From an optimization exercise on the open Yosys and OpenROAD flow, aimed at small area; shortcuts taken in it are not production practice. RTL that was checked went through simulation tests only; none was proved equivalent to the original. The RTL of runs 5 and 6 was laid out without a check of its function. Power is estimated from default activity; no workload was simulated.

$ cat design.v
`timescale 1ns / 1ps
module puf_core #(
    parameter PUF_WIDTH = 256,
    parameter ENTROPY_TARGET = 512000,
    parameter RING_OSC_COUNT = 128,
    parameter CHALLENGE_WIDTH = 128,
    parameter TEMPERATURE_SENSORS = 16,
    parameter VOLTAGE_SENSORS = 8,
    parameter TAMPER_SENSORS = 32
) (
    input  wire                           clk_sys,
    input  wire                           rst_n,
    input  wire                           enable,
    input  wire [CHALLENGE_WIDTH-1:0]    challenge,
    output wire [PUF_WIDTH-1:0]          response,
    output reg                            response_valid,
    output wire [31:0]                    entropy_data,
    output wire                           entropy_valid,
    input  wire                           entropy_ready,
    output wire [15:0]                    entropy_rate,
    output wire [7:0]                     temperature,
    output wire [7:0]                     voltage_level,
    output wire                           tamper_detected,
    output wire                           puf_healthy,
    output wire [255:0]                   divine_seal,
    output wire                           moral_compliance,
    input  wire                           security_lock,
    output wire                           kill_switch_detect,
    output wire                           self_destruct,
    output wire [RING_OSC_COUNT-1:0]      ring_osc_enable,
    input  wire [RING_OSC_COUNT-1:0]      ring_osc_out,
    input  wire [TEMPERATURE_SENSORS-1:0] temp_sensor_data,
    input  wire [VOLTAGE_SENSORS-1:0]     volt_sensor_data,
    input  wire [TAMPER_SENSORS-1:0]      tamper_sensors
);
    localparam [255:0] DIVINE_FOUNDATION = 256'h3633335f5468655f4c6f72645f676f7665726e735f6576657279646563697369;
    localparam [255:0] MORAL_AUTHORITY = 256'h4d617474685f32323a33395f4c6f76655f796f75725f6e65696768626f72;
    localparam [255:0] SEAL_STEP = DIVINE_FOUNDATION ^ MORAL_AUTHORITY;
    localparam [255:0] RESP_K = DIVINE_FOUNDATION ^ MORAL_AUTHORITY;
    localparam [127:0] RESP_D = RESP_K[255:128] ^ RESP_K[127:0];
    wire active = enable && !security_lock;
    reg  [127:0] chal_q;
    reg          act_q;
    always @(posedge clk_sys) chal_q <= challenge;
    always @(posedge clk_sys or negedge rst_n) begin
        if (!rst_n) act_q <= 1'b0;
        else        act_q <= active;
    end
    assign ring_osc_enable = {128{act_q}} & (chal_q ^ DIVINE_FOUNDATION[127:0]);
    reg  [3:0]   response_stage;
    reg  [127:0] acc;        
    reg  [127:0] resp_lo;
    reg          resp_loaded;
    wire [127:0] sample;
    genvar g;
    generate
        for (g = 0; g < 128; g = g + 1) begin : g_sample
            assign sample[g] = challenge[g] ? ring_osc_out[(g + 1) % 128] : ring_osc_out[g];
        end
    endgenerate
    wire keep = (response_stage == 4'd13) || (response_stage == 4'd14) || (response_stage == 4'd15);
    wire acc_en = active && ((response_stage == 4'd13) || (response_stage == 4'd14));
    always @(posedge clk_sys) begin
        acc <= keep ? (acc ^ (sample & {128{acc_en}})) : RESP_K[127:0];
    end
    always @(posedge clk_sys or negedge rst_n) begin
        if (!rst_n) begin
            response_stage <= 4'b0;
            resp_lo <= 128'b0;
            resp_loaded <= 1'b0;
            response_valid <= 1'b0;
        end else if (active) begin
            response_stage <= response_stage + 1'b1;
            response_valid <= (response_stage == 4'd15);
            if (response_stage == 4'd15) begin
                resp_lo <= acc;
                resp_loaded <= 1'b1;
            end
        end else begin
            response_valid <= 1'b0;
        end
    end
    assign response[127:0]   = resp_lo;
    assign response[255:128] = resp_lo ^ (RESP_D & {128{resp_loaded}});
    reg  [4:0]  entropy_shift_reg;
    reg         entropy_data_valid;
    reg  [31:0] entropy_output_reg;
    reg  [4:0]  entropy_bit_counter;
    wire        entropy_bit = ^ring_osc_out;
    always @(posedge clk_sys or negedge rst_n) begin
        if (!rst_n) begin
            entropy_shift_reg <= 5'b0;
            entropy_output_reg <= 32'b0;
            entropy_data_valid <= 1'b0;
            entropy_bit_counter <= 5'b0;
        end else if (active) begin
            entropy_shift_reg <= {entropy_shift_reg[3:0], entropy_bit};
            if (entropy_shift_reg[4] != entropy_shift_reg[3]) begin
                entropy_output_reg <= {entropy_output_reg[30:0], entropy_bit};
                entropy_bit_counter <= entropy_bit_counter + 1'b1;
                entropy_data_valid <= (entropy_bit_counter == 5'b11111);
            end
        end else begin
            entropy_data_valid <= 1'b0;
        end
    end
    assign entropy_data = entropy_output_reg;
    assign entropy_valid = entropy_data_valid && entropy_ready;
    reg [14:0] rate_timer;
    reg [10:0] bit_count;
    reg [9:0]  entropy_rate_reg;
    wire [15:0] bit_count_full = {bit_count, 5'b0};
    always @(posedge clk_sys or negedge rst_n) begin
        if (!rst_n) begin
            rate_timer <= 15'b0;
            bit_count <= 11'b0;
            entropy_rate_reg <= 10'b0;
        end else if (rate_timer == 15'd20000) begin
            rate_timer <= 15'b0;
            bit_count <= 11'b0;
            entropy_rate_reg <= bit_count_full / 16'd100;
        end else begin
            rate_timer <= rate_timer + 1'b1;
            if (entropy_valid) bit_count <= bit_count + 1'b1;
        end
    end
    assign entropy_rate = {6'b0, entropy_rate_reg};
    reg [7:0] temperature_reg;
    reg [7:0] voltage_reg;
    reg tamper_detected_reg;
    reg kill_switch_detect_reg;
    reg self_destruct_reg;
    reg puf_healthy_reg;
    reg moral_compliance_reg;
    always @(posedge clk_sys or negedge rst_n) begin
        if (!rst_n) begin
            temperature_reg <= 8'd25;
            voltage_reg <= 8'd180;
            tamper_detected_reg <= 1'b0;
            kill_switch_detect_reg <= 1'b0;
            self_destruct_reg <= 1'b0;
            puf_healthy_reg <= 1'b0;
            moral_compliance_reg <= 1'b1;
        end else begin
            temperature_reg <= temp_sensor_data[7:0] + 8'd25;
            voltage_reg <= volt_sensor_data + 8'd150;
            if (|tamper_sensors || (temperature_reg > 8'd85 && temperature_reg < 8'd216) ||
                voltage_reg < 8'd120 || voltage_reg > 8'd250)
                tamper_detected_reg <= 1'b1;
            if (security_lock && enable)
                kill_switch_detect_reg <= 1'b1;
            if (tamper_detected_reg && (temperature_reg > 8'd100 || voltage_reg < 8'd100))
                self_destruct_reg <= 1'b1;
            puf_healthy_reg <= entropy_rate_reg[9] && !tamper_detected_reg &&
                               !kill_switch_detect_reg && (temperature_reg <= 8'd85) &&
                               (voltage_reg >= 8'd150);
            if (enable)
                moral_compliance_reg <= !kill_switch_detect_reg && puf_healthy_reg && !tamper_detected_reg;
        end
    end
    assign temperature = temperature_reg;
    assign voltage_level = voltage_reg;
    assign tamper_detected = tamper_detected_reg;
    assign kill_switch_detect = kill_switch_detect_reg;
    assign self_destruct = self_destruct_reg;
    assign puf_healthy = puf_healthy_reg;
    assign moral_compliance = moral_compliance_reg;
    reg [31:0] seal_lo;
    reg        seal_t;
    always @(posedge clk_sys or negedge rst_n) begin
        if (!rst_n) begin
            seal_lo <= DIVINE_FOUNDATION[31:0];
            seal_t <= 1'b0;
        end else if (enable) begin
            seal_lo <= seal_lo ^ entropy_output_reg ^ SEAL_STEP[31:0];
            seal_t <= ~seal_t;
        end
    end
    assign divine_seal = {DIVINE_FOUNDATION[255:32] ^ (SEAL_STEP[255:32] & {224{seal_t}}), seal_lo};
endmodule
$ cat run.sh
#!/bin/bash
# synth_recipe.tcl (not shown) runs the flow's synth.tcl, then flattens the netlist and writes it again
# the make line also repeats each setting of config.mk as NAME=value (left out here)
make -C /OpenROAD-flow-scripts/flow DESIGN_CONFIG=/design/flow/config.mk WORK_HOME=/design/flow/orfs CLKGATE_MAP_FILE= SYNTH_SCRIPT=/design/flow/synth_recipe.tcl finish
$ cat constraint.sdc
create_clock -name core_clock -period 10.0 [get_ports {clk_sys}]
set_input_delay 2.0000 -clock core_clock [delete_from_list [all_inputs] [get_ports {clk_sys}]]
set_output_delay 2.0000 -clock core_clock [all_outputs]
set_load 0.01 [all_outputs]
$ cat config.mk
export PLATFORM = sky130hd
export DESIGN_NAME = puf_core
export DESIGN_NICKNAME = puf_core
export VERILOG_FILES = /design/flow/design.v
export SDC_FILE = /design/flow/constraint.sdc
export NUM_CORES = 4
export LEC_CHECK = 0
export ABC_AREA = 1
export CAP_MARGIN = 20
export CORE_MARGIN = 2
export CORE_UTILIZATION = 45
export SLEW_MARGIN = 20
==> results of run 1 <==
cells in the mapped netlist (12+ instances only):
cell      count
nand2_1     716
buf_4       309
inv_1       302
o21ai_0     265
dfxtp_1     256
dfrtp_1     243
nor2_1      153
a21oi_1     145
mux2_2      128
xor2_1      126
xnor2_1     117
clkbuf_1     79
nand3_1      62
nand2_2      44
nand4_1      34
dfstp_2      25
inv_2        22
nor3_1       18
ha_1         17
nand2_4      16
nor4_1       12
logic make-up after synthesis:
group | Yosys count | share of synthesized area
xor+xnor | 243 | 0.0796
fa+ha+maj | 17 | 0.00795
buf+inv | 731 | 0.147
compound gates | 443 | 0.0863
mux | 128 | 0.0539
simple gates | 1095 | 0.181
other cells | 2 | 0.000281
flops | 524 | 0.443
==> flow_summary.toml, run 1 <==
[run_status]
status = "aborted with a tool error"
lastStage = "I/O pin placement (3_2_place_iop)"
error_line = "[ERROR PPL-0024] Number of IO pins (1028) exceeds maximum number of available positions (892). Increase the die perimeter from 991.24um to 1398.08um."

[synthesis]
yosysSeqAreaShare = 0.443
synth_top_area_share = 0.227
netlist_area_um2 = 26700
synthCells = 3183
synth_area_leaders = "dfrtp_1 23%, dfxtp_1 19%, nand2_1 10%"
synth_cell_types = 54
ys_async_sr_fraction = 0.511
synthFlopType = "dfxtp_1"
yosysTopAreaCell = "dfrtp_1"
syn_avg_cell_area_um2 = 8.40
synth-edff-count = 0
ys_warn_count = 1
ys_seq_elements = 524

[floorplanning]
num_rows = 89
die_h_um = 248
initial_core_util = 0.454
dieWidth_um = 248
==> run 2: changes to the inputs <==
--- a/config.mk
+++ b/config.mk
@@ -9,4 +9,5 @@
 export CAP_MARGIN = 20
 export CORE_MARGIN = 2
 export CORE_UTILIZATION = 45
+export CTS_BUF_LIST = sky130_fd_sc_hd__clkbuf_4 sky130_fd_sc_hd__clkbuf_8
 export SLEW_MARGIN = 20
==> run 2 against run 1 <==
  * The run again fails in I/O pin placement (3_2_place_iop)
  * Synthesized area did not move
  * Synthesized cell count did not move
==> flow_summary.toml, run 2 <==
[run_status]
status = "aborted with a tool error"
lastStage = "I/O pin placement (3_2_place_iop)"
error_line = "[ERROR PPL-0024] Number of IO pins (1028) exceeds maximum number of available positions (892). Increase the die perimeter from 991.24um to 1398.08um."

[synthesis]
ys_top_cells_by_count = "716 x nand2_1, 309 x buf_4, 302 x inv_1, 265 x o21ai_0, 256 x dfxtp_1"
syn_avg_cell_area_um2 = 8.40
synthFlopType = "dfxtp_1"
synth_area_leaders = "dfrtp_1 23%, dfxtp_1 19%, nand2_1 10%"
yosysMostFrequentCell = "nand2_1"
ys_async_sr_fraction = 0.511
ys_seq_elements = 524
synth-edff-count = 0
yosysSeqAreaShare = 0.443
netlist_area_um2 = 26700
synth_top_area_share = 0.227
ys_warn_count = 1
synth_cell_types = 54
yosysTopAreaCell = "dfrtp_1"
synthCells = 3183

[floorplanning]
num_rows = 89
die_h_um = 248
dieWidth_um = 248
initial_core_util = 0.454
run 2: logic make-up after synthesis:
logic type,synth area share
compound gates,0.0863
buf+inv,0.147
simple gates,0.181
flops,0.443
other cells,0.000281
fa+ha+maj,0.00795
xor+xnor,0.0796
mux,0.0539
==> run 3: changes to the inputs <==
--- a/config.mk
+++ b/config.mk
@@ -7,7 +7,7 @@
 export LEC_CHECK = 0
 export ABC_AREA = 1
 export CAP_MARGIN = 20
-export CORE_MARGIN = 2
-export CORE_UTILIZATION = 45
+export CORE_AREA = 5 5 355 355
 export CTS_BUF_LIST = sky130_fd_sc_hd__clkbuf_4 sky130_fd_sc_hd__clkbuf_8
+export DIE_AREA = 0 0 360 360
 export SLEW_MARGIN = 20
==> run 3 against run 2 <==
  * Now clean on timing, DRC and antenna
  * Synthesized cell count unchanged
  * Synthesized area unchanged
==> flow_summary.toml, run 3 <==
[routing]
viasPerCell = 4.05
drtIter0Drc = 1164
drc_errors = 0
wl_um = 115000
drt_pass1_iterations = 5
wl_per_cell_um = 20.2
vias = 22900
antenna_left = 0

[cells_and_area]
area_delta_synth_final_pct = 42.5
drive_gt1_frac = 0.125
reg.largest.list = "acc (128), chal_q (128), resp_lo (128)"
nets = 4258
layout_commonest_cell = "clkdlybuf4s50_1"
final_cell_mix = "874 x clkdlybuf4s50_1, 715 x nand2_1, 301 x inv_1, 265 x o21ai_0, 256 x dfxtp_1"
final_area_um2 = 38100

[floorplanning]
die_h_um = 360
dieWidth_um = 360
die_area_um2 = 130000
num_rows = 128
core_um2 = 122000
initial_core_util = 0.220
io_pins = 1028

[timing]
min_period_ns = 8.06
final.period_utilization = 0.806
rsz0062_at_grt = "false"
setup_viol = 0
tns_ns = 0
maxSlewViolCount = 0
finalWorstSetupSlack_ns = 1.94
fmax_ghz = 0.124
maxSlewHeadroom = 0.313
hold_violations = 0
finClkSkew_ns = 0.110
worst_pin_slew_ns = 1.02

[global_route]
antenna_found_initial = 76
grt_pass1_vias = 22800
grt_max_degree = 147
grt_pass1_wl_um = 161000
grt-ovfl-total = 0
gr-usage-all-layers = 0.170

[clock_tree]
cts_tree = "yes"
cts-root-buf = "clkbuf_8"
post_cts_buffers = 0
clkSinkCount = 524
hold_buffers = 0
clock_path_buffers = 3
insertion_delay_ns = 0.83
path_clk_slew_ns = 0.06
post_cts_resized = 0
numCtsBuffers = 102
htree_levels = 3

[placement]
hpwlAfterDp_um = 90200
port-buffer-count = 876
pre_cts_ws_ns = 1.95
gp_congestion = 0.859
place_area_um2 = 35600

[critical_path]
path_max_fanout = 13
crit_arrival_ns = 8.67
worstPathRequired_ns = 10.61
start_kind = "register"
slowest_stage = "dfrtp_1"
critical_path_class = "reg2reg"
cp_slowest_stage_delay_ns = 0.56
critical_path.endpoint_type = "register"

[flow_run]
maxCapViolations = 0

[synthesis]
syn_avg_cell_area_um2 = 8.40
synth_simple_gate_area_frac = 0.181
ys_top_cells_by_count = "716 x nand2_1, 309 x buf_4, 302 x inv_1, 265 x o21ai_0, 256 x dfxtp_1"
synth_compound_area_frac = 0.0863
synth_top_area_share = 0.227
ys_warn_count = 1
synth_top_family_by_area = "simple AND/OR/NAND/NOR gates"
yosysTopAreaCell = "dfrtp_1"
synth_mux_area_frac = 0.0539
yosysMostFrequentCell = "nand2_1"
synth_xor_area_frac = 0.0796
synthFlopType = "dfxtp_1"
netlist_area_um2 = 26700
synth_area_leaders = "dfrtp_1 23%, dfxtp_1 19%, nand2_1 10%"
synth_adder_area_share = 0.00795
ys_seq_elements = 524
synthCells = 3183
ys_async_sr_fraction = 0.511
yosysSeqAreaShare = 0.443
synth-edff-count = 0
synth_cell_types = 54

[power_and_ir_drop]
irDropWorstVdd_uv = 434
leakagePower_nw = 16.2
finalPower_mw = 11.9
powerDensity_nw_per_um2 = 313

[run_status]
status = "finished clean"

[min_path]
hp-class = "reg2reg"
-- run 3: per-layer routing --
metal  track usage  up-vias  routed length [um]
li1              -    11200                   -
met1         0.190    10600               43900
met2         0.284      865               54000
met3        0.0748      228               11900
met4        0.0706       46                4560
met5             0        -                 296
-- run 3: path summary, 6_finish.rpt --
kind / from / endpoint / slack [ns] / depth (start not counted)
setup / recovery: bit_count[0]$_DFFE_PN0P_ / entropy_rate_reg[0]$_DFFE_PN0N_ / 1.94 / 63
hold / removal: acc[116]$_SDFF_PN1_ / resp_lo[116]$_DFFE_PN0P_ / 0.46 / 2
setup reg to reg: bit_count[0]$_DFFE_PN0P_ / entropy_rate_reg[0]$_DFFE_PN0N_ / 1.94 / 63
hold reg to reg: acc[116]$_SDFF_PN1_ / resp_lo[116]$_DFFE_PN0P_ / 0.46 / 2
max in group asynchronous: rst_n / seal_lo[31]$_DFFE_PN0P_ / 6.85 / 3
min in group asynchronous: rst_n / resp_lo[83]$_DFFE_PN0P_ / 1.08 / 1
-- run 3: area by class of cell --
type | count | area (um2)
Fill cell | 12900 | 83600
Sequential cell | 524 | 11900
Multi-Input combinational cell | 2069 | 11500
Timing Repair Buffer | 896 | 8920
Tap cell | 1625 | 2030
Clock buffer | 160 | 2020
Inverter | 331 | 1260
Clock inverter | 31 | 410
Antenna cell | 28 | 70.1
-- run 3: kinds of logic (layout without fill, tap and decap cells) --
| group | after synthesis | in the layout |
|---|---|---|
| flip-flops | 524 | 524 |
| adder cells (fa/ha/maj) | 17 | 17 |
| buffers and inverters | 731 | 1418 |
| AO/OA/AOI/OAI | 443 | 443 |
| XOR/XNOR | 243 | 243 |
| multiplexers | 128 | 128 |
| AND/OR/NAND/NOR | 1095 | 1095 |
| other | 2 | 171 |
-- run 3: worst max-delay path, delay by kind of cell, from the launching register on --
family,cells,cell delay (ns)
AND/OR/NAND/NOR,51,5.70
flip-flops,1,0.56
buffers and inverters,7,0.69
AO/OA/AOI/OAI,2,0.28
adder cells (fa/ha/maj),3,0.67
-- run 3: power breakdown --
group / switching, mW / internal, mW
Clock: 1.09 / 1.46
Combinational: 3.77 / 2.74
Sequential: 0.423 / 2.47
-- run 3: stage by stage --
stage,utilization,hold WS (ns),cells
global placement,0.293,0.443,5445
finish,0.313,0.461,5664
global route,0.313,0.481,5639
floorplan,-,0.432,3324
CTS,0.313,0.455,5636
detailed placement,0.293,0.448,5445
==> run 4: changes to the inputs <==
--- a/config.mk
+++ b/config.mk
@@ -8,6 +8,5 @@
 export ABC_AREA = 1
 export CAP_MARGIN = 20
 export CORE_AREA = 5 5 355 355
-export CTS_BUF_LIST = sky130_fd_sc_hd__clkbuf_4 sky130_fd_sc_hd__clkbuf_8
 export DIE_AREA = 0 0 360 360
 export SLEW_MARGIN = 20
==> run 4 against run 3 <==
  * Still clean on timing, DRC and antenna
  * Via count decreased by 0.60%
  * Sequential share of layout area decreased by 0.14 points
  * Utilization is 0.14 points higher
  * Wire length down 0.53%
  * Combinational power about the same
  * Largest power group unchanged
==> flow_summary.toml, run 4 <==
[floorplanning]
initial_core_util = 0.220
die_area_um2 = 130000
die_h_um = 360
core_um2 = 122000
dieWidth_um = 360
io_pins = 1028
num_rows = 128

[synthesis]
netlist_area_um2 = 26700
yosysTopAreaCell = "dfrtp_1"
ys_seq_elements = 524
synth_compound_area_frac = 0.0863
yosysSeqAreaShare = 0.443
synth_simple_gate_area_frac = 0.181
ys_async_sr_fraction = 0.511
synth_cell_types = 54
synthCells = 3183
syn_avg_cell_area_um2 = 8.40
yosysMostFrequentCell = "nand2_1"
ys_top_cells_by_count = "716 x nand2_1, 309 x buf_4, 302 x inv_1, 265 x o21ai_0, 256 x dfxtp_1"
ys_warn_count = 1
synthFlopType = "dfxtp_1"
synth_area_leaders = "dfrtp_1 23%, dfxtp_1 19%, nand2_1 10%"
synth_mux_area_frac = 0.0539
synth_top_family_by_area = "simple AND/OR/NAND/NOR gates"
synth_top_area_share = 0.227
synth_xor_area_frac = 0.0796
synth_adder_area_share = 0.00795
synth-edff-count = 0

[critical_path]
path_max_fanout = 13
cpLargestDelayFamily = "simple AND/OR/NAND/NOR gates"
crit_arrival_ns = 8.49
slowest_stage = "dfrtp_1"
start_kind = "register"
worstPathRequired_ns = 10.50
critical_path.endpoint_type = "register"
critical_path_class = "reg2reg"
cp_slowest_stage_delay_ns = 0.57
crit_buf_inv = 7

[timing]
rsz0062_at_grt = "false"
maxSlewViolCount = 0
tns_ns = 0
final.period_utilization = 0.799
hold_ws_ns = 0.436
min_period_ns = 7.99
maxSlewHeadroom = 0.342
setup_viol = 0
finalWorstSetupSlack_ns = 2.01
fmax_ghz = 0.125
hold_violations = 0
worst_pin_slew_ns = 0.981
finClkSkew_ns = 0.0446

[run_status]
status = "finished clean"

[global_route]
grt-ovfl-total = 0
grt_pass1_vias = 22600
grt_pass1_wl_um = 160000
gr-usage-all-layers = 0.169
antenna_found_initial = 74
grt_max_degree = 147

[clock_tree]
htree_levels = 3
cts-root-buf = "clkbuf_16"
insertion_delay_ns = 0.64
numCtsBuffers = 70
cts_tree = "yes"
post_cts_resized = 0
hold_buffers = 0
post_cts_buffers = 0
clock_path_buffers = 3
clkSinkCount = 524
path_clk_slew_ns = 0.06

[placement]
gp_congestion = 0.859
pre_cts_ws_ns = 1.95
hpwlAfterDp_um = 90200
port-buffer-count = 876

[routing]
drtIter0Drc = 1214
vias = 22800
drt_pass1_iterations = 5
wl_um = 114000
wl_per_cell_um = 20.4
antenna_left = 0
viasPerCell = 4.07
drc_errors = 0

[min_path]
hp-class = "reg2reg"

[cells_and_area]
nets = 4226
area_delta_synth_final_pct = 43.1
layout_commonest_cell = "clkdlybuf4s50_1"
reg.largest.list = "acc (128), chal_q (128), resp_lo (128)"
n_fill_cell = 12800
drive_gt1_frac = 0.108
final_cell_mix = "874 x clkdlybuf4s50_1, 715 x nand2_1, 301 x inv_1, 265 x o21ai_0, 256 x dfxtp_1"

[power_and_ir_drop]
irDropWorstVdd_uv = 407
leakagePower_nw = 16.2
powerDensity_nw_per_um2 = 318

[flow_run]
maxCapViolations = 0
## run 4: changes by cell type in the layout (fill, tap and decap cells not counted), sizes merged
| cell | delta |
|---|---|
| bufinv | +7 |
| diode | -3 |
| clkinvlp | +1 |
| inv | -4 |
| clkbuf | -67 |
| clkinv | +2 |
## run 4: cells by family (layout without fill, tap and decap cells)
kind of cell | Yosys count | count (layout)
multiplexers | 128 | 128
AO/OA/AOI/OAI | 443 | 443
buffers and inverters | 731 | 1357
XOR/XNOR | 243 | 243
AND/OR/NAND/NOR | 1095 | 1095
adder cells (fa/ha/maj) | 17 | 17
other | 2 | 168
flip-flops | 524 | 524
## run 4: per-stage QoR
step | std cells | util | power, mW | instance area, um2
floorplan | 3324 | - | 7.26 | 27300
global placement | 5445 | 0.293 | 9.45 | 35600
detailed placement | 5445 | 0.293 | 9.48 | 35600
CTS | 5575 | 0.314 | 12.4 | 38200
global route | 5578 | 0.314 | 13.1 | 38200
finish | 5600 | 0.315 | 12.2 | 38300
## run 4: final timing paths
check,startpoint,end,slack [ns],cells past startpoint
max,bit_count[0]$_DFFE_PN0P_,entropy_rate_reg[0]$_DFFE_PN0N_,2.01,61
min in group asynchronous,rst_n,resp_lo[79]$_DFFE_PN0P_,1.26,1
min,acc[12]$_SDFF_PN1_,resp_lo[12]$_DFFE_PN0P_,0.44,2
max reg2reg,bit_count[0]$_DFFE_PN0P_,entropy_rate_reg[0]$_DFFE_PN0N_,2.01,61
max in group asynchronous,rst_n,seal_lo[31]$_DFFE_PN0P_,6.67,3
min reg2reg,acc[12]$_SDFF_PN1_,resp_lo[12]$_DFFE_PN0P_,0.44,2
## run 4: routing by layer
| layer | GRT usage | share of wire | up-vias |
|---|---|---|---|
| met5 | 0 | 0.0024 | - |
| met4 | 0.0613 | 0.036 | 46 |
| met3 | 0.0688 | 0.095 | 203 |
| met2 | 0.286 | 0.48 | 827 |
| met1 | 0.191 | 0.39 | 10600 |
| li1 | - | - | 11100 |
## run 4: area by class of cell
cell class / count / area [um2] / share of cell area
inverter: 331 / 1260 / 0.0329
multi-input combinational: 2069 / 11500 / 0.301
clock buffer: 93 / 1920 / 0.0501
sequential: 524 / 11900 / 0.310
clock inverter: 37 / 689 / 0.0180
tap: 1625 / 2030 / 0.0531
antenna: 25 / 62.6 / 0.00163
timing repair buffer: 896 / 8920 / 0.233
## run 4: power by group
part           internal, mW  switching, mW
Clock                  1.72           1.08
Sequential             2.47          0.423
Combinational          2.74           3.76
Total                  6.92           5.27
## run 4: worst reg2reg max path: cells and delay by family, from the launching register on
family          cells  cell delay, ns
simple gates       49            5.49
flops               1            0.57
buf+inv             7            0.68
compound gates      2            0.49
fa+ha+maj           3            0.67
==> run 5: changes to the inputs <==
--- a/design.v
+++ b/design.v
@@ -107,21 +107,33 @@
     assign entropy_data = entropy_output_reg;
     assign entropy_valid = entropy_data_valid && entropy_ready;
     reg [14:0] rate_timer;
-    reg [10:0] bit_count;
+    reg [9:0]  rate_q;       
+    reg [4:0]  rate_r;       
     reg [9:0]  entropy_rate_reg;
-    wire [15:0] bit_count_full = {bit_count, 5'b0};
     always @(posedge clk_sys or negedge rst_n) begin
         if (!rst_n) begin
-            rate_timer <= 15'b0;
-            bit_count <= 11'b0;
+            rate_timer <= 15'd1;
+            rate_q <= 10'b0;
+            rate_r <= 5'b0;
             entropy_rate_reg <= 10'b0;
-        end else if (rate_timer == 15'd20000) begin
-            rate_timer <= 15'b0;
-            bit_count <= 11'b0;
-            entropy_rate_reg <= bit_count_full / 16'd100;
+        end else if (rate_timer == 15'h4e2a) begin
+            rate_timer <= 15'd1;
+            rate_q <= 10'b0;
+            rate_r <= 5'b0;
+            entropy_rate_reg <= rate_q;
         end else begin
-            rate_timer <= rate_timer + 1'b1;
-            if (entropy_valid) bit_count <= bit_count + 1'b1;
+            rate_timer <= {rate_timer[13:0], rate_timer[14] ^ rate_timer[13]};
+            if (entropy_valid) begin
+                if ((rate_q & 10'd655) == 10'd655 && rate_r[0]) begin
+                    rate_q <= 10'b0;
+                    rate_r <= 5'b0;
+                end else if (rate_r >= 5'd17) begin
+                    rate_q <= rate_q + 1'b1;
+                    rate_r <= rate_r - 5'd17;
+                end else begin
+                    rate_r <= rate_r + 5'd8;
+                end
+            end
         end
     end
     assign entropy_rate = {6'b0, entropy_rate_reg};
==> flow/run.sh (new file) <==
#!/bin/bash
set -euo pipefail
bash standard.sh \
  "BUFFER_PORTS_ARGS=-buffer_cell sky130_fd_sc_hd__buf_1" \
  "CTS_ARGS=-sink_clustering_enable -repair_clock_nets -dont_use_dummy_load" \
  finish > flow_make.log 2>&1
==> standard.sh (new file) <==
#!/bin/bash
# synth_recipe.tcl (not shown) runs the flow's synth.tcl, then flattens the netlist and writes it again
# the make line also repeats each setting of config.mk as NAME=value (left out here)
make -C /OpenROAD-flow-scripts/flow DESIGN_CONFIG=/design/flow/config.mk WORK_HOME=/design/flow/orfs CLKGATE_MAP_FILE= SYNTH_SCRIPT=/design/flow/synth_recipe.tcl "${@:-finish}"
removed: run.sh
==> run 5 against run 4 <==
  * Cell count shrank 3.2%
  * Combinational power is 66% lower
  * Clock skew increased by 0.028 ns
  * Critical path type is now reg2out
  * Largest power group is now registers
  * Clock-buffer cell count shrank 32
  * Utilization decreased by 6.6 points
  * Critical path depth fell by 57
  * Sequential share of layout area increased by 8.5 points
  * Hold slack got worse by 0.070 ns
  * Synthesized cell count is 2.4% lower
  * Die area is the same
  * First-iteration DRC count decreased by 0.49%
  * Still clean
  * Design area shrank 21%
==> flow_summary.toml, run 5 <==
[clock_tree]
htree_levels = 2
cts_tree = "yes"
insertion_delay_ns = 0.64
clkSinkCount = 528
numCtsBuffers = 61
post_cts_resized = 0
path_clk_slew_ns = 0.06
cts-root-buf = "clkbuf_16"
hold_buffers = 0
post_cts_buffers = 0
clock_path_buffers = 3

[global_route]
antenna_found_initial = 15
grt_max_degree = 153
grt_pass1_vias = 20600
grt-ovfl-total = 0
grt_pass1_wl_um = 136000
gr-usage-all-layers = 0.138

[cells_and_area]
nets = 4126
area_delta_synth_final_pct = 18.7
n_fill_cell = 13400
reg.largest.list = "acc (128), chal_q (128), resp_lo (128)"
layout_commonest_cell = "nand2_1"
drive_gt1_frac = 0.0646
final_cell_mix = "959 x nand2_1, 875 x buf_1, 293 x inv_1, 256 x dfxtp_1, 243 x dfrtp_1"
final_area_um2 = 30300
finish.utilization = 0.249

[routing]
wl_per_cell_um = 17.3
wl_um = 93800
viasPerCell = 4.01
drt_pass1_iterations = 5
drc_errors = 0
antenna_left = 0
vias = 21700
drtIter0Drc = 1208

[synthesis]
synth_area_leaders = "dfrtp_1 24%, dfxtp_1 20%, nand2_1 14%"
synth_top_area_share = 0.241
synth-edff-count = 0
ys_seq_elements = 528
yosysTopAreaCell = "dfrtp_1"
ys_top_cells_by_count = "960 x nand2_1, 322 x buf_4, 294 x inv_1, 256 x dfxtp_1, 246 x dfrtp_1"
synthFlopType = "dfxtp_1"
yosysSeqAreaShare = 0.469
yosysMostFrequentCell = "nand2_1"
ys_async_sr_fraction = 0.515
synth_cell_types = 47
ys_warn_count = 1
syn_avg_cell_area_um2 = 8.22
netlist_area_um2 = 25500
synthCells = 3106

[floorplanning]
core_um2 = 122000
num_rows = 128
io_pins = 1028
die_h_um = 360
dieWidth_um = 360
initial_core_util = 0.210
die_area_um2 = 130000

[power_and_ir_drop]
powerDensity_nw_per_um2 = 231
leakagePower_nw = 13.3
irDropWorstVdd_uv = 220

[min_path]
hp-class = "reg2reg"

[critical_path]
critical_path.endpoint_type = "primary output"
worstPathRequired_ns = 8.00
path_max_fanout = 50
critical_path_class = "reg2out"
start_kind = "register"
crit_arrival_ns = 2.73

[timing]
min_period_ns = 4.73
rsz0062_at_grt = "false"
finClkSkew_ns = 0.0730
maxSlewHeadroom = 0.316
setup_viol = 0
maxSlewViolCount = 0
fmax_ghz = 0.211
worst_pin_slew_ns = 1.03
tns_ns = 0
hold_violations = 0
final.period_utilization = 0.473

[placement]
hpwlAfterDp_um = 73600
port-buffer-count = 876
place_area_um2 = 28800
gp_congestion = 0.902

[run_status]
status = "finished clean"

[flow_run]
maxCapViolations = 0
[run 5: changes by cell type in the layout (fill, tap and decap cells not counted), sizes merged, moves of 31 or more]
cell and change:
clkdlybuf4s50 -874, nand2 +198, buf +868, nand3 -61, xnor2 -57, clkbuf -31
nor2 -60
[run 5: logic make-up after synthesis]
logic type	share of synthesized area
xor+xnor	0.0652
compound gates	0.0877
mux	0.0463
other cells	0.000294
flops	0.469
fa+ha+maj	0.00588
simple gates	0.173
buf+inv	0.153
[run 5: routing by layer]
metal | GRT usage | up-vias | routed length, um | part of all wire
li1 | - | 10600 | - | -
met1 | 0.183 | 10100 | 41300 | 0.44
met2 | 0.225 | 883 | 42900 | 0.46
met3 | 0.0330 | 126 | 7380 | 0.079
met4 | 0.0364 | 8 | 2240 | 0.024
met5 | 0 | - | 42 | 0.00045
[run 5: where the power goes]
| part | switching, mW | leakage, nW | internal (mW) |
|---|---|---|---|
| clock network | 0.847 | 0.752 | 1.06 |
| registers | 0.377 | 5.55 | 2.49 |
| logic | 1.51 | 7.00 | 0.711 |
[run 5: worst max-delay path, stage by stage, from the launching register on]
cell,delay [ns]
dfrtp_4,0.59
inv_4,0.33
buf_4,0.55
nor2_1,0.09
buf_1,0.39
[run 5: stage by stage]
stage / power [mW] / hold WS, ns / setup WS (ns) / instances
after floorplan: 4.49 / 0.424 / 5.80 / 3247
after global placement: 5.13 / 0.359 / 4.94 / 5359
after detailed placement: 5.17 / 0.363 / 4.92 / 5359
after CTS: 7.13 / 0.366 / 5.14 / 5420
after global routing: 7.46 / 0.375 / 5.05 / 5421
final: 7.00 / 0.366 / 5.27 / 5422
[run 5: path summary, 6_finish.rpt]
kind                                             to                     startpoint  cells after the start  slack (ns)
setup / recovery                 ring_osc_enable[6]                act_q$_DFF_PN0_                      4        5.27
hold / removal              rate_timer[9]$_DFF_PN0_        rate_timer[8]$_DFF_PN0_                      0        0.37
setup reg to reg            resp_lo[86]$_DFFE_PN0P_  response_stage[0]$_DFFE_PN0P_                      7        7.07
hold reg to reg             rate_timer[9]$_DFF_PN0_        rate_timer[8]$_DFF_PN0_                      0        0.37
max in group asynchronous   resp_lo[86]$_DFFE_PN0P_                          rst_n                      2        7.29
min in group asynchronous  resp_lo[106]$_DFFE_PN0P_                          rst_n                      1        1.40
[run 5: area by class of cell]
class | instances | area, um2 | share of cell area
clock buffers | 61 | 1530 | 0.0504
repair buffers | 891 | 3430 | 0.113
inverters | 302 | 1150 | 0.0378
flip-flops and latches | 528 | 12000 | 0.395
multi-input cells | 2013 | 10200 | 0.336
diodes | 2 | 5.00 | 0.000165
well taps | 1625 | 2030 | 0.0671
==> run 6: changes to the inputs <==
==> flow/run.sh (replaced) <==
#!/bin/bash
# The standard layout (standard.sh) with three changes:
#  1. after the standard synthesis, the combinational logic is re-mapped by
#     ABC (flow/resynth.ys); flip-flops, their names and cell types stay;
#  2. port buffers use buf_1 instead of the resizer's default pick (every
#     port still gets its own buffer);
#  3. CTS uses clkbuf_4/clkbuf_8 and inserts no dummy loads.
# Each tool's full output goes to a log file in this folder; ORFS also keeps
# its per-step logs under orfs/logs.
set -euo pipefail
WORK=$PWD
R=$WORK/orfs/results/$FLOW_PLATFORM/puf_core/base
LIB=$FLOW_HOME/platforms/$FLOW_PLATFORM/lib/sky130_fd_sc_hd__tt_025C_1v80.lib
ARGS=(
  "BUFFER_PORTS_ARGS=-buffer_cell sky130_fd_sc_hd__buf_1"
  "CTS_ARGS=-sink_clustering_enable -repair_clock_nets -dont_use_dummy_load -buf_list {sky130_fd_sc_hd__clkbuf_4 sky130_fd_sc_hd__clkbuf_8}"
)
bash standard.sh "${ARGS[@]}" synth > flow_synth.log 2>&1
cp "$R/1_2_yosys.v" "$WORK/standard_synth.v"
sed -e "s#@LIB@#$LIB#g" -e "s#@IN@#$WORK/standard_synth.v#" \
    -e "s#@OUT@#$WORK/resynth.v#" -e "s#@ABC@#$WORK/flow/resynth.abc#" \
    flow/resynth.ys > resynth_run.ys
yosys -l resynth.log -q resynth_run.ys > /dev/null 2>&1
cp "$WORK/resynth.v" "$R/1_2_yosys.v"
rm -f "$R/1_synth.odb" "$R/1_synth.sdc"
bash standard.sh "${ARGS[@]}" finish > flow_make.log 2>&1
==> flow/resynth.abc (new file) <==
strash; &get -n; &fraig -x; &put; scorr; dc2; strash; &get -n; &dch -f; &nf -R 1000; &put
==> flow/resynth.ys (new file) <==
# Re-map the combinational logic of the standard synthesis netlist with ABC.
# Flip-flops are kept as they are (same instances, names and cell types).
read_liberty -ignore_miss_func @LIB@
blackbox sky130_fd_sc_hd__df*
read_verilog @IN@
hierarchy -top puf_core
flatten
rename -hide w:*.*
opt -purge
abc -liberty @LIB@ -dont_use *lpflow* -dont_use *probe* -script @ABC@
splitnets
opt_clean -purge
hilomap -singleton -hicell sky130_fd_sc_hd__conb_1 HI -locell sky130_fd_sc_hd__conb_1 LO
insbuf -buf sky130_fd_sc_hd__buf_4 A X
opt_clean -purge
stat -liberty @LIB@
write_verilog -noattr -nohex -nodec @OUT@
==> run 6 against run 5 <==
  * Total power down 15%
  * Synthesized cell count is 33% lower
  * First-iteration DRC count fell by 22%
  * Clock skew up 0.038 ns
  * Fmax decreased by 4.6%
  * Utilization is 1.7 points lower
  * Worst setup slack lost 0.23 ns
  * Global-route usage rose by 0.14 points
  * Hold slack better by 0.0025 ns
  * Cell count decreased by 16%
  * Sequential share of layout area up 2.9 points
==> flow_summary.toml, run 6 <==
[synthesis]
synthCells = 2081
netlist_area_um2 = 23100
ys_warn_count = 1
syn_avg_cell_area_um2 = 11.1

[clock_tree]
numCtsBuffers = 96
post_cts_buffers = 0
htree_levels = 3
post_cts_resized = 0
cts-root-buf = "clkbuf_8"
cts_tree = "yes"
insertion_delay_ns = 0.81
hold_buffers = 0
clkSinkCount = 528
clock_path_buffers = 3
path_clk_slew_ns = 0.06

[critical_path]
start_kind = "register"
crit_buf_inv = 2
critical_path.endpoint_type = "primary output"
worstPathRequired_ns = 8.00
path_max_fanout = 66
crit_arrival_ns = 2.96
worstRegToRegCells = 4
cp_cell_sequence = "buf_4, and2_0, buf_1"
rrSetupSlack_ns = 7.39
critical_path_class = "reg2out"
r2r-start = "response_stage[0]$_DFFE_PN0P_"
slowest_stage = "dfrtp_4"
reg2reg_to = "resp_lo[124]$_DFFE_PN0P_"
cp_slowest_stage_delay_ns = 0.83
cpLargestDelayFamily = "buffers and inverters"

[global_route]
grt-ovfl-total = 0
grt_use_met3 = 0.0682
gr-usage-all-layers = 0.139
antenna_found_initial = 65
grt_pass1_vias = 17500
grt_max_degree = 128
grt_pass1_wl_um = 129000
met2_usage = 0.225
grt_busiest_layer = "met2"
grt_util_met1 = 0.158

[floorplanning]
io_pins = 1028
dieWidth_um = 360
die_area_um2 = 130000
core_um2 = 122000
initial_core_util = 0.190
die_h_um = 360
num_rows = 128

[cells_and_area]
final_area_um2 = 28200
area_delta_synth_final_pct = 22.2
reg.largest.list = "acc (128), chal_q (128), resp_lo (128)"
final_cell_mix = "874 x buf_1, 256 x dfxtp_1, 244 x dfrtp_1, 169 x mux2_1, 160 x nor2_1"
fin_cells = 4552
layout_commonest_cell = "buf_1"
nets = 3222
drive_gt1_frac = 0.0510

[min_path]
holdPathStages = 0
hold_path_end = "rate_timer[9]$_DFF_PN0_"
hp-class = "reg2reg"
hp-start = "rate_timer[8]$_DFF_PN0_"

[routing]
wl_per_cell_um = 20.9
drc_errors = 0
wl_um = 95000
drtIter0Drc = 946
drt_pass1_iterations = 5
antenna_left = 0
vias = 17800
viasPerCell = 3.91

[timing]
tns_ns = 0
final.period_utilization = 0.496
maxSlewHeadroom = 0.116
worst_pin_slew_ns = 1.33
maxSlewViolCount = 0
finClkSkew_ns = 0.111
hold_violations = 0
min_period_ns = 4.96
setup_viol = 0
rsz0062_at_grt = "false"
hold_ws_ns = 0.369
fmax_ghz = 0.202

[run_status]
status = "finished clean"

[placement]
gp_congestion = 0.885
port-buffer-count = 876
place_area_um2 = 26800
hpwlAfterDp_um = 75800
dp.cells = 4432

[power_and_ir_drop]
powerDensity_nw_per_um2 = 212
irDropWorstVdd_uv = 150
leakagePower_nw = 11.7
finalPower_mw = 5.98

[flow_run]
maxCapViolations = 0
-- run 6: layout make-up --
cell class	instances	area (um2)
Fill cell	13300	93500
Sequential cell	528	12000
Multi-Input combinational cell	1381	9360
Timing Repair Buffer	892	3450
Tap cell	1625	2030
Clock buffer	96	1320
Antenna cell	24	60.1
Inverter	6	22.5
-- run 6: worst max path at each step --
stage | start | end | depth (start not counted)
after global routing | act_q$_DFF_PN0_ | ring_osc_enable[123] | 3
after detailed placement | enable | resp_lo[14]$_DFFE_PN0P_ | 8
after CTS | act_q$_DFF_PN0_ | ring_osc_enable[123] | 3
final | act_q$_DFF_PN0_ | ring_osc_enable[124] | 3
after global placement | enable | resp_lo[24]$_DFFE_PN0P_ | 8
after floorplan | security_lock | response_valid$_DFF_PN0_ | 4
-- run 6: power breakdown --
part | switching [mW] | leakage (nW) | total, mW | internal, mW
Combinational | 1.16 | 5.36 | 1.72 | 0.569
Clock | 0.848 | 0.690 | 1.69 | 0.838
Sequential | 0.223 | 5.69 | 2.57 | 2.35
-- run 6: per-layer routing --
| layer | wire length [um] | up-vias |
|---|---|---|
| met1 | 36400 | 8534 |
| li1 | - | 8233 |
| met3 | 10900 | 179 |
| met4 | 2660 | 46 |
| met5 | 311 | - |
| met2 | 44700 | 790 |
-- run 6: per-stage QoR --
step | worst slack (ns) | utilization
2_1_floorplan | 1.15 | -
3_3_place_gp | 4.83 | 0.221
3_5_place_dp | 4.80 | 0.221
4_1_cts | 4.83 | 0.231
5_1_grt | 4.75 | 0.232
6_report | 5.04 | 0.232
==> run 7: changes to the inputs <==
--- a/design.v
+++ b/design.v
@@ -81,7 +81,15 @@
         end
     end
     assign response[127:0]   = resp_lo;
-    assign response[255:128] = resp_lo ^ (RESP_D & {128{resp_loaded}});
+    generate
+        for (g = 0; g < 128; g = g + 1) begin : g_resp_hi
+            if (RESP_D[g]) begin : g_inv
+                assign response[128 + g] = resp_loaded & ~resp_lo[g];
+            end else begin : g_same
+                assign response[128 + g] = resp_lo[g];
+            end
+        end
+    endgenerate
     reg  [4:0]  entropy_shift_reg;
     reg         entropy_data_valid;
     reg  [31:0] entropy_output_reg;
==> run 7 against run 6 <==
  * Wire length barely moved
  * Die area did not move
  * Hold slack lost 0.022 ns
  * Critical endpoint is now ring_osc_enable[114]
==> flow_summary.toml, run 7 <==
[run_status]
status = "finished clean"

[clock_tree]
clkSinkCount = 528
post_cts_resized = 0
insertion_delay_ns = 0.75
hold_buffers = 0
cts-root-buf = "clkbuf_8"
cts_tree = "yes"
path_clk_slew_ns = 0.06
post_cts_buffers = 0
htree_levels = 3
clock_path_buffers = 3
numCtsBuffers = 99

[routing]
drt_pass1_iterations = 5
wl_um = 94900
drtIter0Drc = 925
antenna_left = 0
wl_per_cell_um = 20.6
vias = 18000
drc_errors = 0
viasPerCell = 3.91

[timing]
maxSlewHeadroom = 0.364
fmax_ghz = 0.200
worst_pin_slew_ns = 0.954
finClkSkew_ns = 0.0936
rsz0062_at_grt = "false"
tns_ns = 0
maxSlewViolCount = 0
final.period_utilization = 0.499
min_period_ns = 4.99
setup_viol = 0
hold_violations = 0

[synthesis]
synthCells = 2142
syn_avg_cell_area_um2 = 10.7
ys_warn_count = 1
netlist_area_um2 = 23000

[floorplanning]
num_rows = 128
core_um2 = 122000
io_pins = 1028
die_area_um2 = 130000
die_h_um = 360
initial_core_util = 0.189
dieWidth_um = 360

[cells_and_area]
nets = 3289
drive_gt1_frac = 0.0525
finish.utilization = 0.231
layout_commonest_cell = "buf_1"
n_fill_cell = 13200
reg.largest.list = "acc (128), chal_q (128), resp_lo (128)"
final_cell_mix = "874 x buf_1, 256 x dfxtp_1, 243 x dfrtp_1, 151 x nor2_1, 149 x xnor2_1"
area_delta_synth_final_pct = 22.4

[critical_path]
start_kind = "register"
slowest_stage = "dfrtp_4"
worstPathRequired_ns = 8.00
path_max_fanout = 75
critical_path_class = "reg2out"
crit_arrival_ns = 2.99
critical_path.endpoint_type = "primary output"
cp_slowest_stage_delay_ns = 0.75
cp_cell_sequence = "buf_4, and2_0, buf_1"

[global_route]
grt-ovfl-total = 0
gr-usage-all-layers = 0.140
grt_pass1_vias = 17700
antenna_found_initial = 30
grt_pass1_wl_um = 131000
grt_max_degree = 79

[placement]
gp_congestion = 0.922
port-buffer-count = 876
hpwlAfterDp_um = 74900

[min_path]
hp-class = "reg2reg"

[power_and_ir_drop]
powerDensity_nw_per_um2 = 210
irDropWorstVdd_uv = 136
leakagePower_nw = 11.6

[flow_run]
maxCapViolations = 0
[run 7: where the power goes]
| part | leakage (nW) | switching, mW | internal, mW | total, mW |
|---|---|---|---|---|
| logic | 5.23 | 1.06 | 0.543 | 1.60 |
| registers | 5.69 | 0.237 | 2.35 | 2.59 |
| clock network | 0.712 | 0.862 | 0.863 | 1.72 |
| total | 11.6 | 2.16 | 3.76 | 5.92 |
[run 7: worst paths after layout]
path | start | end | slack [ns] | depth (start not counted)
max | act_q$_DFF_PN0_ | ring_osc_enable[114] | 5.01 | 3
min | rate_timer[8]$_DFF_PN0_ | rate_timer[9]$_DFF_PN0_ | 0.35 | 0
max reg2reg | rate_timer[13]$_DFF_PN0_ | rate_q[5]$_DFFE_PN0P_ | 7.01 | 8
min reg2reg | rate_timer[8]$_DFF_PN0_ | rate_timer[9]$_DFF_PN0_ | 0.35 | 0
max in group asynchronous | rst_n | rate_timer[3]$_DFF_PN0_ | 6.83 | 3
min in group asynchronous | rst_n | resp_lo[65]$_DFFE_PN0P_ | 1.26 | 1
[run 7: worst max-delay path, delay by kind of cell (launching register included)]
family | cells | cell delay (ns)
buffers and inverters | 2 | 1.08
DFF | 1 | 0.75
and+or+nand+nor | 1 | 0.25
[run 7: stage by stage]
stage / cell area, um2 / cells / total power, mW / worst slack (ns) / hold WS, ns
after floorplan: 23500 / 2283 / 3.75 / 1.13 / 0.354
after global placement: 26700 / 4496 / 4.28 / 4.63 / 0.362
after detailed placement: 26700 / 4496 / 4.30 / 4.58 / 0.363
after CTS: 28100 / 4595 / 6.09 / 4.64 / 0.351
after global routing: 28100 / 4596 / 6.29 / 4.71 / 0.363
final: 28100 / 4609 / 5.92 / 5.01 / 0.347
[run 7: metal layers]
metal | global-route usage | part of all wire
met3 | 0.0365 | 0.071
met2 | 0.242 | 0.49
met1 | 0.169 | 0.41
met5 | 0 | 0.00091
met4 | 0.0446 | 0.027
[run 7: area by class of cell]
class                      count  area [um2]  share of cell area
timing repair buffer         895        3440               0.122
multi-input combinational   1442        9270               0.330
sequential                   528       12000               0.425
antenna                       14        35.0             0.00125
clock buffer                  99        1360              0.0484
tap                         1625        2030              0.0723
inverter                       6        22.5            0.000800
==> run 8: changes to the inputs <==
--- a/flow/run.sh
+++ b/flow/run.sh
@@ -13,7 +13,7 @@
 LIB=$FLOW_HOME/platforms/$FLOW_PLATFORM/lib/sky130_fd_sc_hd__tt_025C_1v80.lib
 ARGS=(
   "BUFFER_PORTS_ARGS=-buffer_cell sky130_fd_sc_hd__buf_1"
-  "CTS_ARGS=-sink_clustering_enable -repair_clock_nets -dont_use_dummy_load -buf_list {sky130_fd_sc_hd__clkbuf_4 sky130_fd_sc_hd__clkbuf_8}"
+  "CTS_ARGS=-sink_clustering_enable -repair_clock_nets -dont_use_dummy_load -buf_list {sky130_fd_sc_hd__clkbuf_16} -sink_clustering_size 28 -sink_clustering_max_diameter 100"
 )
 bash standard.sh "${ARGS[@]}" synth > flow_synth.log 2>&1
 cp "$R/1_2_yosys.v" "$WORK/standard_synth.v"
==> run 8 against run 7 <==
  * Global-route usage down 0.41 points
  * Synthesized cell count unchanged
  * Clock-buffer cell count down 68
  * Combinational power about the same
  * Register-to-register slack about the same
  * Largest cell class unchanged
  * Synthesized area unchanged
  * Clock skew down 0.0053 ns
  * Non-clock buffer count unchanged
  * Total power down 7.6%
  * Still clean on timing, DRC and antenna
==> flow_summary.toml, run 8 <==
[clock_tree]
cts-root-buf = "clkbuf_16"
post_cts_resized = 0
hold_buffers = 0
htree_levels = 1
numCtsBuffers = 31
clkSinkCount = 528
post_cts_buffers = 0
clock_path_buffers = 3
cts_tree = "yes"
path_clk_slew_ns = 0.09
insertion_delay_ns = 0.68

[critical_path]
crit_arrival_ns = 2.88
start_kind = "register"
rrSetupSlack_ns = 7.01
worstRegToRegCells = 8
path_max_fanout = 75
r2r-start = "rate_timer[13]$_DFF_PN0_"
reg2reg_to = "rate_q[5]$_DFFE_PN0P_"
worstPathRequired_ns = 8.00
critical_path.endpoint_type = "primary output"
critical_path_class = "reg2out"

[timing]
setup_viol = 0
hold_ws_ns = 0.354
fmax_ghz = 0.205
hold_violations = 0
finalWorstSetupSlack_ns = 5.12
final.period_utilization = 0.488
maxSlewHeadroom = 0.362
min_period_ns = 4.88
finClkSkew_ns = 0.0883
worst_pin_slew_ns = 0.957
maxSlewViolCount = 0
rsz0062_at_grt = "false"
tns_ns = 0

[placement]
pre_cts_ws_ns = 4.58
gp_congestion = 0.922
port-buffer-count = 876
hpwlAfterDp_um = 74900

[global_route]
grt_pass1_vias = 17000
grt-ovfl-total = 0
grt_pass1_wl_um = 129000
antenna_found_initial = 28
gr-usage-all-layers = 0.136
grt_max_degree = 79

[floorplanning]
die_h_um = 360
dieWidth_um = 360
num_rows = 128
initial_core_util = 0.189
io_pins = 1028
core_um2 = 122000
die_area_um2 = 130000

[cells_and_area]
layout_commonest_cell = "buf_1"
final_cell_mix = "874 x buf_1, 256 x dfxtp_1, 243 x dfrtp_1, 151 x nor2_1, 149 x xnor2_1"
finish.utilization = 0.226
drive_gt1_frac = 0.0303
reg.largest.list = "acc (128), chal_q (128), resp_lo (128)"
nets = 3221
area_delta_synth_final_pct = 19.8

[routing]
wl_per_cell_um = 20.6
wl_met1_um = 38400
top_layer_used = "met5"
drc_errors = 0
antenna_left = 0
viasPerCell = 3.90
wl_met3_um = 6240
drtIter0Drc = 855
wl_um = 93400
vias = 17700
drt_pass1_iterations = 6
wl_met2_um = 46500

[synthesis]
synthCells = 2142
ys_warn_count = 1
netlist_area_um2 = 23000
syn_avg_cell_area_um2 = 10.7

[run_status]
status = "finished clean"

[power_and_ir_drop]
leakagePower_nw = 11.3
powerDensity_nw_per_um2 = 198
irDropWorstVdd_uv = 147

[flow_run]
maxCapViolations = 0

[min_path]
hold_path_end = "rate_timer[9]$_DFF_PN0_"
holdPathStages = 0
hp-class = "reg2reg"
hp-start = "rate_timer[8]$_DFF_PN0_"
==> run 8: power by group <==
group | total (mW) | internal (mW) | switching (mW)
combinational | 1.60 | 0.543 | 1.06
clock | 1.28 | 0.545 | 0.739
sequential | 2.58 | 2.34 | 0.236
total | 5.47 | 3.43 | 2.03
==> run 8: per-layer routing <==
metal  vias to the layer above  track usage
li1                       8242            -
met1                      8597        0.169
met2                       718        0.242
met3                       122       0.0281
met4                        14       0.0261
met5                         -            0
==> run 8: final cells by class <==
cell class / count / area, um2
multi-input combinational: 1442 / 9270
fill: 13200 / 94200
tap: 1625 / 2030
antenna: 11 / 27.5
timing repair buffer: 895 / 3440
inverter: 6 / 22.5
clock buffer: 31 / 776
sequential: 528 / 12000
==> run 8: worst max path at each step <==
stage | startpoint | slack (ns) | end
after floorplan | security_lock | 1.13 | response_valid$_DFF_PN0_
after CTS | seal_t$_DFFE_PN0P_ | 4.70 | divine_seal[74]
after detailed placement | enable | 4.58 | resp_lo[39]$_DFFE_PN0P_
final | act_q$_DFF_PN0_ | 5.12 | ring_osc_enable[114]
after global placement | enable | 4.63 | resp_lo[39]$_DFFE_PN0P_
after global routing | act_q$_DFF_PN0_ | 4.84 | ring_osc_enable[114]
==> run 8: critical path, cell delays in order, from the launching register on <==
cell and delay (ns):
dfrtp_4 0.76, buf_4 0.71, and2_0 0.25, buf_1 0.33
==> run 8: per-stage QoR <==
stage | power [mW] | cells | area, um2
3_5_place_dp | 4.30 | 4496 | 26700
3_3_place_gp | 4.28 | 4496 | 26700
2_1_floorplan | 3.75 | 2283 | 23500
6_report | 5.47 | 4538 | 27500
4_1_cts | 5.62 | 4527 | 27500
5_1_grt | 5.79 | 4527 | 27500
==> run 9: changes to the inputs <==
--- a/flow/run.sh
+++ b/flow/run.sh
@@ -13,7 +13,7 @@
 LIB=$FLOW_HOME/platforms/$FLOW_PLATFORM/lib/sky130_fd_sc_hd__tt_025C_1v80.lib
 ARGS=(
   "BUFFER_PORTS_ARGS=-buffer_cell sky130_fd_sc_hd__buf_1"
-  "CTS_ARGS=-sink_clustering_enable -repair_clock_nets -dont_use_dummy_load -buf_list {sky130_fd_sc_hd__clkbuf_16} -sink_clustering_size 28 -sink_clustering_max_diameter 100"
+  "CTS_ARGS=-sink_clustering_enable -repair_clock_nets -dont_use_dummy_load -buf_list {sky130_fd_sc_hd__clkbuf_8} -sink_clustering_size 12 -sink_clustering_max_diameter 60"
 )
 bash standard.sh "${ARGS[@]}" synth > flow_synth.log 2>&1
 cp "$R/1_2_yosys.v" "$WORK/standard_synth.v"
==> run 9 against run 8 <==
  * Still clean on timing, DRC and antenna
  * Clock-buffer cell count increased by 40
  * Sequential share of layout area down 0.32 points
  * Sequential power hardly changed
  * Synthesized area did not move
  * Utilization is 0.17 points higher
  * First-iteration DRC count rose by 1.4%
  * Die area did not move
  * Synthesized cell count stayed put
  * Combinational power barely moved
  * Worst setup slack lost 0.088 ns
  * Hold slack worse by 0.0088 ns
  * Critical endpoint unchanged
==> flow_summary.toml, run 9 <==
[run_status]
status = "finished clean"

[clock_tree]
insertion_delay_ns = 0.72
cts_tree = "yes"
post_cts_buffers = 0
post_cts_resized = 0
path_clk_slew_ns = 0.08
numCtsBuffers = 71
cts-root-buf = "clkbuf_8"
clkSinkCount = 528
hold_buffers = 0
htree_levels = 3
clock_path_buffers = 3

[synthesis]
ys_warn_count = 1
synthCells = 2142
syn_avg_cell_area_um2 = 10.7
netlist_area_um2 = 23000

[timing]
final.period_utilization = 0.497
finClkSkew_ns = 0.0793
setup_viol = 0
hold_violations = 0
tns_ns = 0
maxSlewHeadroom = 0.365
fmax_ghz = 0.201
rsz0062_at_grt = "false"
min_period_ns = 4.97
worst_pin_slew_ns = 0.953
maxSlewViolCount = 0
hold_ws_ns = 0.345

[routing]
antenna_left = 0
viasPerCell = 3.89
vias = 17800
drtIter0Drc = 867
wl_per_cell_um = 20.5
wl_um = 94100
drc_errors = 0
drt_pass1_iterations = 5

[critical_path]
crit_arrival_ns = 2.97
cp_slowest_stage_delay_ns = 0.76
rrSetupSlack_ns = 7.00
cp.depth = 3
worstRegToRegCells = 8
slowest_stage = "dfrtp_4"
cpLargestDelayFamily = "buffers and inverters"
path_max_fanout = 75
crit_buf_inv = 2
worstPathRequired_ns = 8.00
start_kind = "register"
cp_cell_sequence = "buf_4, and2_0, buf_1"
critical_path.endpoint_type = "primary output"
critical_path_class = "reg2out"

[floorplanning]
core_um2 = 122000
num_rows = 128
initial_core_util = 0.189
dieWidth_um = 360
die_area_um2 = 130000
io_pins = 1028
die_h_um = 360

[power_and_ir_drop]
leakagePower_nw = 11.4
swShare = 0.372
finalPower_mw = 5.60
irDropWorstVdd_uv = 136
clock_power_share = 0.253
p_sw_mw = 2.08
combPwrFrac = 0.286
p_int_mw = 3.51
powerDensity_nw_per_um2 = 202
p_seq_frac = 0.461

[cells_and_area]
layout_commonest_cell = "buf_1"
nets = 3261
reg.largest.list = "acc (128), chal_q (128), resp_lo (128)"
area_delta_synth_final_pct = 20.6
n_fill_cell = 13300
drive_gt1_frac = 0.0435
final_cell_mix = "874 x buf_1, 256 x dfxtp_1, 243 x dfrtp_1, 151 x nor2_1, 149 x xnor2_1"
finish.utilization = 0.228

[flow_run]
maxCapViolations = 0

[placement]
gp_congestion = 0.922
hpwlAfterDp_um = 74900
port-buffer-count = 876

[global_route]
grt_max_degree = 79
gr-usage-all-layers = 0.138
antenna_found_initial = 31
grt-ovfl-total = 0
grt_pass1_vias = 17400
grt_pass1_wl_um = 130000

[min_path]
hp-class = "reg2reg"
holdPathStages = 0
run 9: power groups by stage:
stage | sequential [mW] | clock, mW | combinational [mW]
floorplan | 2.60 | 0 | 1.15
global placement | 2.62 | 0 | 1.66
detailed placement | 2.63 | 0 | 1.66
CTS | 2.59 | 1.51 | 1.67
global route | 2.62 | 1.57 | 1.76
finish | 2.58 | 1.41 | 1.60
run 9: stage by stage:
step           setup WS (ns)  cells  cell area [um2]
6_report                5.03   4578            27700
5_1_grt                 4.78   4568            27700
4_1_cts                 4.66   4567            27700
3_5_place_dp            4.58   4496            26700
3_3_place_gp            4.63   4496            26700
2_1_floorplan           1.13   2283            23500
run 9: path summary, 6_finish.rpt:
| kind | start | to |
|---|---|---|
| worst max-delay path | act_q$_DFF_PN0_ | ring_osc_enable[114] |
| worst min-delay path | rate_timer[8]$_DFF_PN0_ | rate_timer[9]$_DFF_PN0_ |
| worst max register to register | rate_timer[13]$_DFF_PN0_ | rate_q[5]$_DFFE_PN0P_ |
| worst min register to register | rate_timer[8]$_DFF_PN0_ | rate_timer[9]$_DFF_PN0_ |
| max in group asynchronous | rst_n | rate_r[2]$_DFFE_PN0P_ |
| min in group asynchronous | rst_n | resp_lo[3]$_DFFE_PN0P_ |
run 9: routing by layer:
layer,global-route usage,share of wire,up-vias
met5,0,0.0011,-
met4,0.0427,0.030,16
met3,0.0329,0.068,152
met2,0.241,0.49,732
met1,0.169,0.41,8577
li1,-,-,8326
run 9: cell type report:
type / count / area (um2) / share of cell area
clock buffer: 71 / 977 / 0.0352
tap: 1625 / 2030 / 0.0733
inverter: 6 / 22.5 / 0.000812
sequential: 528 / 12000 / 0.431
antenna: 11 / 27.5 / 0.000992
timing repair buffer: 895 / 3440 / 0.124
multi-input combinational: 1442 / 9270 / 0.334
==> run 10: changes to the inputs <==
--- a/flow/run.sh
+++ b/flow/run.sh
@@ -13,7 +13,7 @@
 LIB=$FLOW_HOME/platforms/$FLOW_PLATFORM/lib/sky130_fd_sc_hd__tt_025C_1v80.lib
 ARGS=(
   "BUFFER_PORTS_ARGS=-buffer_cell sky130_fd_sc_hd__buf_1"
-  "CTS_ARGS=-sink_clustering_enable -repair_clock_nets -dont_use_dummy_load -buf_list {sky130_fd_sc_hd__clkbuf_8} -sink_clustering_size 12 -sink_clustering_max_diameter 60"
+  "CTS_ARGS=-sink_clustering_enable -repair_clock_nets -dont_use_dummy_load -buf_list {sky130_fd_sc_hd__clkbuf_8} -sink_clustering_size 16 -sink_clustering_max_diameter 80"
 )
 bash standard.sh "${ARGS[@]}" synth > flow_synth.log 2>&1
 cp "$R/1_2_yosys.v" "$WORK/standard_synth.v"
==> run 10 against run 9 <==
  * Combinational power hardly changed
  * Cell count is 0.44% lower
  * Largest cell class unchanged
  * Worst setup slack worse by 0.0060 ns
  * Sequential power hardly changed
==> flow_summary.toml, run 10 <==
[power_and_ir_drop]
p_int_mw = 3.31
clock_power_share = 0.220
powerDensity_nw_per_um2 = 195
swShare = 0.382
leakagePower_nw = 11.3
irDropWorstVdd_uv = 136
combPwrFrac = 0.299
p_sw_mw = 2.04
p_seq_frac = 0.482

[critical_path]
path_max_fanout = 75
critical_path_class = "reg2out"
cp-startpoint = "act_q$_DFF_PN0_"
start_kind = "register"
rrSetupSlack_ns = 7.01
slowest_stage = "dfrtp_4"
cp_slowest_stage_delay_ns = 0.76
critical_path.endpoint_type = "primary output"
cp_cell_sequence = "buf_4, and2_0, buf_1"
crit_buf_inv = 2
cpLargestDelayFamily = "buffers and inverters"
crit_arrival_ns = 2.98
worstPathRequired_ns = 8.00
worstRegToRegCells = 8
reg2reg_to = "rate_q[5]$_DFFE_PN0P_"
r2r-start = "rate_timer[13]$_DFF_PN0_"

[floorplanning]
core_um2 = 122000
num_rows = 128
die_h_um = 360
die_area_um2 = 130000
io_pins = 1028
dieWidth_um = 360
initial_core_util = 0.189

[timing]
fmax_ghz = 0.201
hold_violations = 0
rsz0062_at_grt = "false"
finClkSkew_ns = 0.0668
maxSlewViolCount = 0
worst_pin_slew_ns = 0.944
min_period_ns = 4.98
setup_viol = 0
maxSlewHeadroom = 0.370
final.period_utilization = 0.498
tns_ns = 0
finalWorstSetupSlack_ns = 5.02

[min_path]
hp-class = "reg2reg"
hp-start = "rate_timer[8]$_DFF_PN0_"
hold_path_end = "rate_timer[9]$_DFF_PN0_"
holdPathStages = 0

[flow_run]
maxCapViolations = 0

[clock_tree]
hold_buffers = 0
post_cts_resized = 0
cts-root-buf = "clkbuf_8"
htree_levels = 2
cts_tree = "yes"
clock_path_buffers = 3
post_cts_buffers = 0
clkSinkCount = 528
insertion_delay_ns = 0.73
numCtsBuffers = 48
path_clk_slew_ns = 0.09

[global_route]
grt_pass1_vias = 17200
grt_max_degree = 79
grt-ovfl-total = 0
grt_pass1_wl_um = 129000
antenna_found_initial = 30
gr-usage-all-layers = 0.137

[synthesis]
netlist_area_um2 = 23000
syn_avg_cell_area_um2 = 10.7
synthCells = 2142
ys_warn_count = 1

[routing]
drt_pass1_iterations = 5
wl_per_cell_um = 20.6
vias = 17800
wl_um = 93800
drc_errors = 0
viasPerCell = 3.90
drtIter0Drc = 902
antenna_left = 0

[run_status]
status = "finished clean"

[cells_and_area]
n_fill_cell = 13300
nets = 3238
final_cell_mix = "874 x buf_1, 256 x dfxtp_1, 243 x dfrtp_1, 151 x nor2_1, 149 x xnor2_1"
layout_commonest_cell = "buf_1"
drive_gt1_frac = 0.0360
area_delta_synth_final_pct = 19.3
reg.largest.list = "acc (128), chal_q (128), resp_lo (128)"
finish.utilization = 0.225
fin_cells = 4558

[placement]
gp_congestion = 0.922
dp.cells = 4496
port-buffer-count = 876
pre_cts_ws_ns = 4.58
hpwlAfterDp_um = 74900
==> run 10: power groups by stage <==
stage	registers [mW]	logic [mW]	clock network, mW
floorplan	2.60	1.15	0
global placement	2.62	1.66	0
detailed placement	2.63	1.66	0
CTS	2.59	1.67	1.25
global route	2.62	1.76	1.32
finish	2.58	1.60	1.18
==> run 10: how the worst max path moves through the flow <==
stage                                    end  slack [ns]  cells past startpoint
finish                  ring_osc_enable[114]        5.02                      3
global route            ring_osc_enable[114]        4.76                      3
CTS                          divine_seal[74]        4.62                      2
detailed placement   resp_lo[39]$_DFFE_PN0P_        4.58                      9
global placement     resp_lo[39]$_DFFE_PN0P_        4.63                      9
floorplan           response_valid$_DFF_PN0_        1.13                      4
==> run 10: stage by stage <==
| step | cell area (um2) | power (mW) | hold WS (ns) |
|---|---|---|---|
| 5_1_grt | 27400 | 5.70 | 0.392 |
| 4_1_cts | 27400 | 5.51 | 0.378 |
| 2_1_floorplan | 23500 | 3.75 | 0.354 |
| 3_5_place_dp | 26700 | 4.30 | 0.363 |
| 3_3_place_gp | 26700 | 4.28 | 0.362 |
| 6_report | 27400 | 5.36 | 0.379 |
==> run 10: metal layers <==
metal,wire length (um),vias up,global-route usage
met1,38400,8630,0.169
met2,46300,727,0.241
met4,2350,18,0.0347
li1,-,8281,-
met5,133,-,0
met3,6630,125,0.0312
==> run 10: layout make-up <==
type / count / area, um2 / share of cell area
tap: 1625 / 2030 / 0.0741
clock buffer: 48 / 661 / 0.0241
inverter: 6 / 22.5 / 0.000821
multi-input combinational: 1442 / 9270 / 0.338
timing repair buffer: 895 / 3440 / 0.125
sequential: 528 / 12000 / 0.436
antenna: 14 / 35.0 / 0.00128
==> run 10: worst reg2reg max path, delay by kind of cell (launching register included) <==
family | cells | cell delay, ns
flops | 1 | 0.40
simple gates | 8 | 2.51

static timing again, ports no longer ideal:
No port has a modelled driver above. Below, the same layouts with a new extraction and two added sets of constraints. Step 1 sets driving cells, clkbuf_16 on the clock port and buf_2 on the other inputs (assumed; they add their load-dependent delay and slew). Step 2 also shifts input and output timing later by t, the mid clock arrival at the registers, as if the neighbouring blocks saw the same clock. Slacks: ideal ports / drivers / drivers and shift; pairs: ideal ports / drivers.
run	t, ns	slack for setup (ns)	worst setup path at the end	slew at the worst register clock pin (ns)	cell pins on the clock port's net
run 3	0.841	1.945 / 1.945 / 1.945	register to register	0.07 / 0.07	1
run 4	0.691	2.007 / 2.007 / 2.007	register to register	0.06 / 0.06	1
run 5	0.686	5.271 / 5.195 / 4.868	input to register	0.06 / 0.06	1
run 6	0.795	5.043 / 4.982 / 4.706	input to register	0.06 / 0.06	1
run 7	0.761	5.008 / 4.950 / 4.697	input to register	0.06 / 0.06	1
run 8	0.692	5.117 / 5.058 / 4.725	input to register	0.12 / 0.12	1
run 9	0.715	5.029 / 4.972 / 4.730	input to register	0.09 / 0.09	1
run 10	0.733	5.023 / 4.966 / 4.714	input to register	0.11 / 0.11	1
After both steps setup and hold are still met in every run listed. The setup slack of run 5, which loses most, moves by -0.076 ns with the drivers and by -0.403 ns with both steps.
